This design comes from an exercise in tuning for small area and a short achievable clock period on the open sky130 flow, not from production work.
At most, simulation tests tie the RTL to the original design; equivalence was not proved.
Power is estimated from default activity; no workload was simulated.

== xenon ==
// cordic
module cordic (
    input wire signed [31:0] angle,
    input wire clk, reset,
    output wire signed [31:0] x, y
);
Size: about 670 cells after synthesis, ~99 flip-flops, roughly 98 I/O pins.
export LEC_CHECK = 0
export ABC_AREA = 1
export CAP_MARGIN = 20
export CORE_MARGIN = 2
export CORE_UTILIZATION = 65
export CTS_BUF_LIST = sky130_fd_sc_hd__clkbuf_4 sky130_fd_sc_hd__clkbuf_8
export SETUP_SLACK_MARGIN = 2.85
export SLEW_MARGIN = 20
create_clock -name core_clock -period 5.0 [get_ports {clk}]
standard.sh (not shown) runs the stock make flow with config.mk's settings and CLKGATE_MAP_FILE= SYNTH_SCRIPT=/design/flow/synth_recipe.tcl, a recipe that flattens the netlist after the stock synthesis.
==> flow/flow/run.sh <==
#!/bin/bash
# Standard ORFS layout, except that the port buffers are plain buffers
# (buf_1) instead of the delay cells buffer_ports picks by default.
set -euo pipefail
export BUFFER_PORTS_ARGS="-buffer_cell sky130_fd_sc_hd__buf_1"
bash standard.sh finish > flow_standard.log 2>&1
> inputs changed (xenon -> umber)
Settings: CORE_UTILIZATION changed from 65 to 60; SETUP_SLACK_MARGIN changed from 2.85 to 2.9; GPL_TIMING_DRIVEN newly set to 0.
==> results.txt <==
- [compare] base=xenon new=umber: worst hold margin decreased by 14 ps relative to the old numbers; clock insertion delay at the later pin of the skew report closely matched the old numbers.
- umber vs. xenon: time the worst path needs with I/O delays and setup increased 81 ps, area taken by flip-flops and latches essentially unchanged, number of nets in the final layout increased 8.4%.
- On fmax, xenon beats umber.
diff inputs: umber => tundra
Settings: swapping 20 for 0 in CAP_MARGIN; clearing GPL_TIMING_DRIVEN, which used to be 0; swapping 20 for 0 in SLEW_MARGIN.
### Flow results
Higher portion of the layout cell area used by clock cells among umber and tundra: tundra. Re combinational power: umber and tundra aren't equal, and the lower value belongs to tundra. Against umber, tundra comes in 56 ps higher on worst-case setup slack after placement. Taking umber as the reference point, the area added between synthesis and finish of tundra falls by 16 points.
Input changes introduced in onyx (baseline for comparison: tundra):
Settings: changing CAP_MARGIN from 0 to 20; changing SETUP_SLACK_MARGIN from 2.9 to 2.8; changing SLEW_MARGIN from 0 to 20.
## What came out
Post-synthesis cell area: onyx vs tundra identical
onyx vs tundra, timing-limited maximum frequency went down by about 2.6%.
There was hardly any difference in average size of a mapped cell between tundra and onyx.
| finished layout cell area | onyx vs tundra | better |
Going from tundra to onyx, fraction of layout instances using a drive strength above 1 went down by 0.79 points, amount of wire on met2 after detailed routing saw little to no change, global-route usage neither gained nor lost much.
Between tundra and onyx, the clock buffer count in the final layout figures differ only marginally.
~same worst-skew pair later-pin latency in onyx and tundra
Compared with tundra, onyx shows cell count lower by 4.
Looking at critical path depth, onyx sits 7 above tundra.


Setup of exp/umber:
Another version of the RTL of cordic (not shown whole).
Size in the first run: roughly 660 cells after synthesis, about 99 flip-flops, ~98 I/O pins, about 5000 µm² of cells after synthesis.
==> flow/config.mk <==
export PLATFORM = sky130hd
export DESIGN_NAME = cordic
export DESIGN_NICKNAME = cordic
export VERILOG_FILES = /design/flow/design.v
export SDC_FILE = /design/flow/constraint.sdc
export NUM_CORES = 4
export LEC_CHECK = 0
export ABC_AREA = 1
export CAP_MARGIN = 20
export CORE_MARGIN = 2
export CORE_UTILIZATION = 60
export CTS_BUF_LIST = sky130_fd_sc_hd__clkbuf_4 sky130_fd_sc_hd__clkbuf_8
export SETUP_SLACK_MARGIN = 2.85
export SLEW_MARGIN = 20
==> flow/constraint.sdc <==
create_clock -name core_clock -period 5.0 [get_ports {clk}]
set_input_delay 1.0000 -clock core_clock [delete_from_list [all_inputs] [get_ports {clk}]]
set_output_delay 1.0000 -clock core_clock [all_outputs]
set_load 0.01 [all_outputs]
Scripts as last shown in full above: flow/flow/run.sh
exp/umber completed end to end with timing, DRC and antenna clean.
For exp/delta, these inputs were changed with respect to exp/umber:
# exp/umber
export LEC_CHECK = 0
export ABC_AREA = 1
export CAP_MARGIN = 20
export CORE_MARGIN = 2
export CORE_UTILIZATION = 60
export CTS_BUF_LIST = sky130_fd_sc_hd__clkbuf_4 sky130_fd_sc_hd__clkbuf_8
export SETUP_SLACK_MARGIN = 2.85
export SLEW_MARGIN = 20
create_clock -name core_clock -period 5.0 [get_ports {clk}]
# exp/delta
export LEC_CHECK = 0
export ABC_AREA = 1
export CAP_MARGIN = 20
export CORE_MARGIN = 2
export CORE_UTILIZATION = 60
export CTS_BUF_LIST = sky130_fd_sc_hd__clkbuf_4 sky130_fd_sc_hd__clkbuf_8
export SETUP_SLACK_MARGIN = 3.0
export SLEW_MARGIN = 20
create_clock -name core_clock -period 5.0 [get_ports {clk}]
Compare exp/umber and exp/delta | combinational group power higher: exp/delta. Summary of exp/delta over exp/umber: areal power density over the cells fell 8.6%; sequential group share of total power fell 1.1 points; cell area rose about 12%; largest driver fanout on the critical path rose 9. Diff exp/umber and exp/delta: wire length lower in exp/umber. exp/delta vs exp/umber: area overhead of the layout relative to synthesis up.
What exp/lagoon does differently from exp/delta at the input level:
# exp/delta
export LEC_CHECK = 0
export ABC_AREA = 1
export CAP_MARGIN = 20
export CORE_MARGIN = 2
export CORE_UTILIZATION = 60
export CTS_BUF_LIST = sky130_fd_sc_hd__clkbuf_4 sky130_fd_sc_hd__clkbuf_8
export SETUP_SLACK_MARGIN = 3.0
export SLEW_MARGIN = 20
create_clock -name core_clock -period 5.0 [get_ports {clk}]
# exp/lagoon
export LEC_CHECK = 0
export ABC_AREA = 1
export CAP_MARGIN = 20
export CORE_MARGIN = 2
export CORE_UTILIZATION = 60
export CTS_BUF_LIST = sky130_fd_sc_hd__clkbuf_4 sky130_fd_sc_hd__clkbuf_8
export SETUP_SLACK_MARGIN = 2.7
export SLEW_MARGIN = 20
create_clock -name core_clock -period 5.0 [get_ports {clk}]
[summary]
When exp/lagoon is set beside exp/delta, its met1 global-route usage turns out to be 0.24 points smaller.
Looking at global-route usage, exp/lagoon sits 1.4 points lower than exp/delta does.
Routed via count divided by cell count: lower on exp/lagoon
Total routed wirelength, exp/delta and exp/lagoon, lower one = exp/lagoon.
The run showing the smaller final standard cell utilization of the core is exp/lagoon.
Routed wire length per instance: exp/delta and exp/lagoon compared, higher one is exp/delta
Function was not checked in any run of this note: the RTL went through the layout flow alone.

-- re-timing with driven ports --
Ports are ideal in the flow. The routed layouts listed here were re-timed in OpenROAD. Step 1 sets driving cells, clkbuf_16 on the clock port and buf_2 on the other inputs (assumed; they add their load-dependent delay and slew). Step 2, shift: input delay + t, output delay - t, t = (earliest + latest rising clock arrival at the registers) / 2. This alone moves slack from input paths to output paths. Slacks: no drivers / after step 1 / after step 2; pairs: no drivers / after step 1.
| run | t, ns | setup WS [ns] | worst data-port slew with drivers (ns) |
|---|---|---|---|
| xenon | 0.390 | 2.935 / 2.948 / 2.558 | 0.03 |
| umber | 0.390 | 2.853 / 2.823 / 2.623 | 0.04 |
| tundra | 0.386 | 2.994 / 2.964 / 2.664 | 0.03 |
| onyx | 0.388 | 2.941 / 2.941 / 2.663 | 0.03 |
| exp/umber | 0.388 | 2.839 / 2.839 / 2.600 | 0.03 |
| exp/delta | 0.391 | 2.981 / 2.948 / 2.677 | 0.04 |
| exp/lagoon | 0.397 | 2.890 / 2.875 / 2.544 | 0.04 |
After both steps every run listed still meets setup and hold. The setup slack of xenon, which loses most, moves by +0.013 ns with the drivers and by -0.377 ns with both steps.
